This is an optimization exercise on Yosys and OpenROAD, whose aim is small area and a short achievable clock period, not a production implementation.
No activity file was given, so power comes from the tool's default toggle rates.

Setup of lane 3:
// PE
module PE (
    input  wire               clk,
    input  wire               rst,
    input  wire               en,
    input  wire               mode_residual,
    input  wire signed [15:0] input_data,
    input  wire signed [15:0] weight_data,
    input  wire signed [15:0] residual_data,
    output reg  signed [15:0] output_data,
    output wire               input_sparse,
    output wire               weight_sparse,
    output wire               computation_skipped,
    output reg         [15:0] sparse_count,
    output reg         [15:0] total_count
);
For scale: ~720 cells after synthesis, about 64 flip-flops, about 100 I/O pins, about 7300 um^2 of cells after synthesis.
Settings: LEC_CHECK=0, CAP_MARGIN=20, CORE_MARGIN=2, CORE_UTILIZATION=40, PLACE_DENSITY=0.6, SETUP_SLACK_MARGIN=2, SLEW_MARGIN=20, SYNTH_HIERARCHICAL=1, SYNTH_MINIMUM_KEEP_SIZE=0; clock period 8.0 ns.
standard.sh (not shown) runs the stock make flow with config.mk's settings and CLKGATE_MAP_FILE= SYNTH_SCRIPT=/design/flow/synth_recipe.tcl, a recipe that flattens the netlist after the stock synthesis.
==> flow/flow/run.sh <==
#!/bin/bash
# Standard ORFS layout, with port buffers of the smallest buffer cell
# (instead of buffer_ports' default pick, clkdlybuf4s50_1).
set -euo pipefail
export BUFFER_PORTS_ARGS="-buffer_cell sky130_fd_sc_hd__buf_1"
bash standard.sh finish > standard_flow.log 2>&1
[inputs] lane 5 vs lane 3
-- flow/config.mk --
<<< lane 3, line 11
export PLACE_DENSITY = 0.6
export SETUP_SLACK_MARGIN = 2
export SLEW_MARGIN = 20
>>> lane 5, line 11
export PLACE_DENSITY = 0.6
export SETUP_SLACK_MARGIN = 3
export SLEW_MARGIN = 20
Diff lane 3 -> lane 5 | worst hold slack | decrease of 0.0039 ns
Relative area of non-clock buffer cells in the final design in lane 5 vs lane 3: up 2.8 points
Lane 5 ends up with a layout-stage area growth over the synthesis result that is 6.7 points higher than in lane 3.
The more densely filled core belongs to lane 5, not lane 3.
Lane 5 against lane 3: final wirelength shows an increase of 2.8%; fraction of power spent switching nets saw a decrease.
Function was not checked in any run of this note: the RTL went through the layout flow alone.

PE, a different RTL version from the one above (not shown whole).
Size: about 690 cells after synthesis, about 74 flip-flops, ~100 I/O pins.
export LEC_CHECK = 0
export CAP_MARGIN = 20
export CORE_MARGIN = 2
export CORE_UTILIZATION = 40
export PLACE_DENSITY = 0.7
export SETUP_SLACK_MARGIN = 3.5
export SLEW_MARGIN = 20
export SYNTH_HIERARCHICAL = 1
export SYNTH_MINIMUM_KEEP_SIZE = 0
create_clock -name core_clock -period 8.0 [get_ports {clk}]
==> flow/flow/run.sh <==
#!/bin/bash
# Standard ORFS layout with two changes:
#  - port buffers use the smallest buffer cell (buffer_ports' default pick is clkdlybuf4s50_1);
#  - after synthesis every combinational cell starts at drive strength 1 (flow/downsize.tcl),
#    and timing repair sizes up only what the timing needs.
set -euo pipefail
export BUFFER_PORTS_ARGS="-buffer_cell sky130_fd_sc_hd__buf_1"
export POST_SYNTH_TCL="$(pwd)/flow/downsize.tcl"
bash standard.sh finish > standard_flow.log 2>&1
==> flow/flow/downsize.tcl <==
# Sourced after the synthesized netlist is loaded (POST_SYNTH_TCL): set every
# combinational cell to its smallest (_1) drive strength; the later timing repair
# sizes up the cells that need it. Flip-flops are left as synthesis made them.
set db [ord::get_db]
set n 0
foreach inst [[ord::get_db_block] getInsts] {
  set m [[$inst getMaster] getName]
  if {[regexp {^(sky130_fd_sc_hd__[a-z0-9]+)_([0-9]+)$} $m -> base d]} {
    if {[string match "*__df*" $base] || [string match "*__dl*" $base] || [string match "*__sdf*" $base]} { continue }
    if {$d > 1} {
      set nm [$db findMaster ${base}_1]
      if {$nm ne "NULL" && $nm ne ""} { $inst swapMaster $nm; incr n }
    }
  }
}
puts "downsize.tcl: set $n cells to drive strength 1"
The baseline produced a clean layout.
Then changed:
CTS_BUF_LIST = sky130_fd_sc_hd__clkbuf_8   (was unset)
PLACE_DENSITY = 0.6   (was 0.7)
SETUP_SLACK_MARGIN = 3.6   (was 3.5)
After rerunning: Sequential power barely changes; global-route usage went down by 0.20 points; wire length rose slightly.
Then changed:
SETUP_SLACK_MARGIN = 3.4   (was 3.6)
After rerunning:
- The changed run completed without violations
- sequential share of layout area rose by 0.49 points
- maximum frequency decreases by a few percent
- wire length shrinks by a few percent
- synthesized cell count is unchanged
- cell area shrinks by a few percent
- clock skew stays flat
- setup slack is worse by 0.19 ns
- global-route usage came out lower by 0.21 points
Then changed:
SETUP_SLACK_MARGIN = 3.5   (was 3.4)
=>
- wire length shrinks by 0.35%
- count of clock-buffer cells in the layout does not change
- core utilization increases by 0.29 points
- final cell count barely changes
- design area is higher by 0.64%
- non-clock buffer count climbs by 1
Then changed:
CTS_BUF_LIST = unset   (was sky130_fd_sc_hd__clkbuf_8)
After rerunning: First-iteration DRC count came out lower by about 4.4%. Worst hold slack hardly moves. Setup slack improves by 0.036 ns. Synthesized area stays the same. Cell count is unchanged. Power came out higher by about 3.4%. Critical path depth came out higher by 3. Sequential share of layout area came out lower by 0.27 points. Wire length came out higher by 0.40%. Global-route usage hardly moves. Final area came out higher by 1.2%.
Then changed:
PLACE_DENSITY = 0.5   (was 0.6)
Setup slack gets worse by 0.088 ns; via count falls by about 0.33%; sequential share of layout area decreases by 0.26 points; critical path depth falls by 1; clock power is higher by about 17%; synthesized cell count does not change; cell area grows by about 1.2%; register-to-register slack stays flat; non-clock buffer count climbs by 4; final cell count grows by about 0.5%; worst hold slack gains 0.0059 ns.
No run of this note included a check of the RTL's function; only the layout flow was run.

Setup of job 104:
Another version of the RTL of PE (not shown whole).
Size in the first run: roughly 660 cells after synthesis, roughly 0.0074 mm2 of cells after synthesis.
// PE
module PE (
    input  wire               clk,
    input  wire               rst,
    input  wire               en,
    input  wire               mode_residual,
    input  wire signed [15:0] input_data,
    input  wire signed [15:0] weight_data,
    input  wire signed [15:0] residual_data,
    output reg  signed [15:0] output_data,
    output wire               input_sparse,
    output wire               weight_sparse,
    output wire               computation_skipped,
    output reg         [15:0] sparse_count,
    output reg         [15:0] total_count
);
    assign input_sparse  = (input_data[15:4] == 12'h000) |
                           ((input_data[15:4] == 12'hfff) & (input_data[3:0] != 4'h0));
    assign weight_sparse = (weight_data[15:4] == 12'h000) |
                           ((weight_data[15:4] == 12'hfff) & (weight_data[3:0] != 4'h0));
    assign computation_skipped = input_sparse | weight_sparse;
    wire mac = en & ~computation_skipped;
    reg  [15:0] acc_s;
    reg  [15:0] acc_c;
    wire [15:0] an = ~input_data;
    wire [15:0] bn = ~weight_data;
    wire pp_0_0;
    nr2 u_pp0_0 (.a(an[0]), .b(bn[0]), .y(pp_0_0));
    wire pp_0_1;
    nr2 u_pp0_1 (.a(an[0]), .b(bn[1]), .y(pp_0_1));
    wire pp_0_2;
    nr2 u_pp0_2 (.a(an[0]), .b(bn[2]), .y(pp_0_2));
    wire pp_0_3;
    nr2 u_pp0_3 (.a(an[0]), .b(bn[3]), .y(pp_0_3));
    wire pp_0_4;
    nr2 u_pp0_4 (.a(an[0]), .b(bn[4]), .y(pp_0_4));
    wire pp_0_5;
    nr2 u_pp0_5 (.a(an[0]), .b(bn[5]), .y(pp_0_5));
    wire pp_0_6;
    nr2 u_pp0_6 (.a(an[0]), .b(bn[6]), .y(pp_0_6));
    wire pp_0_7;
    nr2 u_pp0_7 (.a(an[0]), .b(bn[7]), .y(pp_0_7));
    wire pp_0_8;
    nr2 u_pp0_8 (.a(an[0]), .b(bn[8]), .y(pp_0_8));
    wire pp_0_9;
    nr2 u_pp0_9 (.a(an[0]), .b(bn[9]), .y(pp_0_9));
    wire pp_0_10;
    nr2 u_pp0_10 (.a(an[0]), .b(bn[10]), .y(pp_0_10));
    wire pp_0_11;
    nr2 u_pp0_11 (.a(an[0]), .b(bn[11]), .y(pp_0_11));
    wire pp_0_12;
    nr2 u_pp0_12 (.a(an[0]), .b(bn[12]), .y(pp_0_12));
  ...
clock: 8.0 ns
lec_check: 0
cap_margin: 20
core_margin: 2
core_utilization: 55
place_density: 0.7
setup_slack_margin: 3
slew_margin: 20
synth_hierarchical: 1
synth_minimum_keep_size: 0
Scripts as last shown in full above: flow/flow/run.sh, flow/flow/downsize.tcl
### job 104 -> job 105
- changing SETUP_SLACK_MARGIN from 3 to 3.3
--- outcome ---
Job 104 -> job 105: number of cells traversed by the worst register-to-register path delta 0, exact match
Power density relative to cell area: higher on job 104
Between job 105 and job 104, it is job 105 whose final area is higher, by about 3.8%.
The tightest hold margin was comparable across job 104 and job 105.
Relative area of clock buffers and inverters in the final design for job 105: 0.40 points down relative to job 104
No run of this note included a check of the RTL's function; only the layout flow was run.

[afterwards: timing with drivers on the ports]
Ports are ideal in the flow. The routed layouts listed here were re-timed in OpenROAD.
Step 1, drivers: a clkbuf_16 drives clk and a buf_2 each remaining input, both assumed.
Step 2 times the ports against the registers' clock, not the clock port: input delays grow and output delays shrink by t, the midpoint of the rising clock arrivals with the driver on.
Three values: ideal, step 1, step 2; two values: the first two.
| run | shift t [ns] | setup WS [ns] | hold WS [ns] | worst setup path at the end | worst register clock-pin slew, ns |
|---|---|---|---|---|---|
| lane 3 | 0.363 | 2.247 / 2.259 / 1.896 | 0.470 / 0.470 / 0.470 | input to register | 0.06 / 0.06 |
| lane 5 | 0.363 | 2.735 / 2.725 / 2.361 | 0.467 / 0.467 / 0.467 | input to register | 0.06 / 0.06 |
| the first run of note 2 | 0.380 | 3.517 / 3.518 / 3.158 | 0.472 / 0.472 / 0.472 | input to register | 0.06 / 0.06 |
| the second run of note 2 | 0.382 | 3.636 / 3.616 / 3.234 | 0.470 / 0.470 / 0.470 | input to register | 0.08 / 0.08 |
| the third run of note 2 | 0.383 | 3.449 / 3.420 / 3.116 | 0.472 / 0.472 / 0.472 | input to register | 0.08 / 0.08 |
| the fourth run of note 2 | 0.394 | 3.551 / 3.529 / 3.212 | 0.471 / 0.471 / 0.471 | input to register | 0.08 / 0.08 |
| the fifth run of note 2 | 0.371 | 3.587 / 3.569 / 3.228 | 0.468 / 0.468 / 0.468 | input to register | 0.06 / 0.06 |
| the sixth run of note 2 | 0.377 | 3.499 / 3.479 / 3.146 | 0.474 / 0.474 / 0.474 | input to register | 0.06 / 0.06 |
| job 104 | 0.389 | 3.102 / 3.122 / 2.733 | 0.464 / 0.464 / 0.464 | input to register | 0.07 / 0.07 |
| job 105 | 0.381 | 3.314 / 3.309 / 2.929 | 0.467 / 0.467 / 0.467 | input to register | 0.07 / 0.07 |
After both steps setup and hold are still met in every run listed. The setup slack of the second run of note 2, which loses most, moves by -0.020 ns with the drivers and by -0.402 ns with both steps.
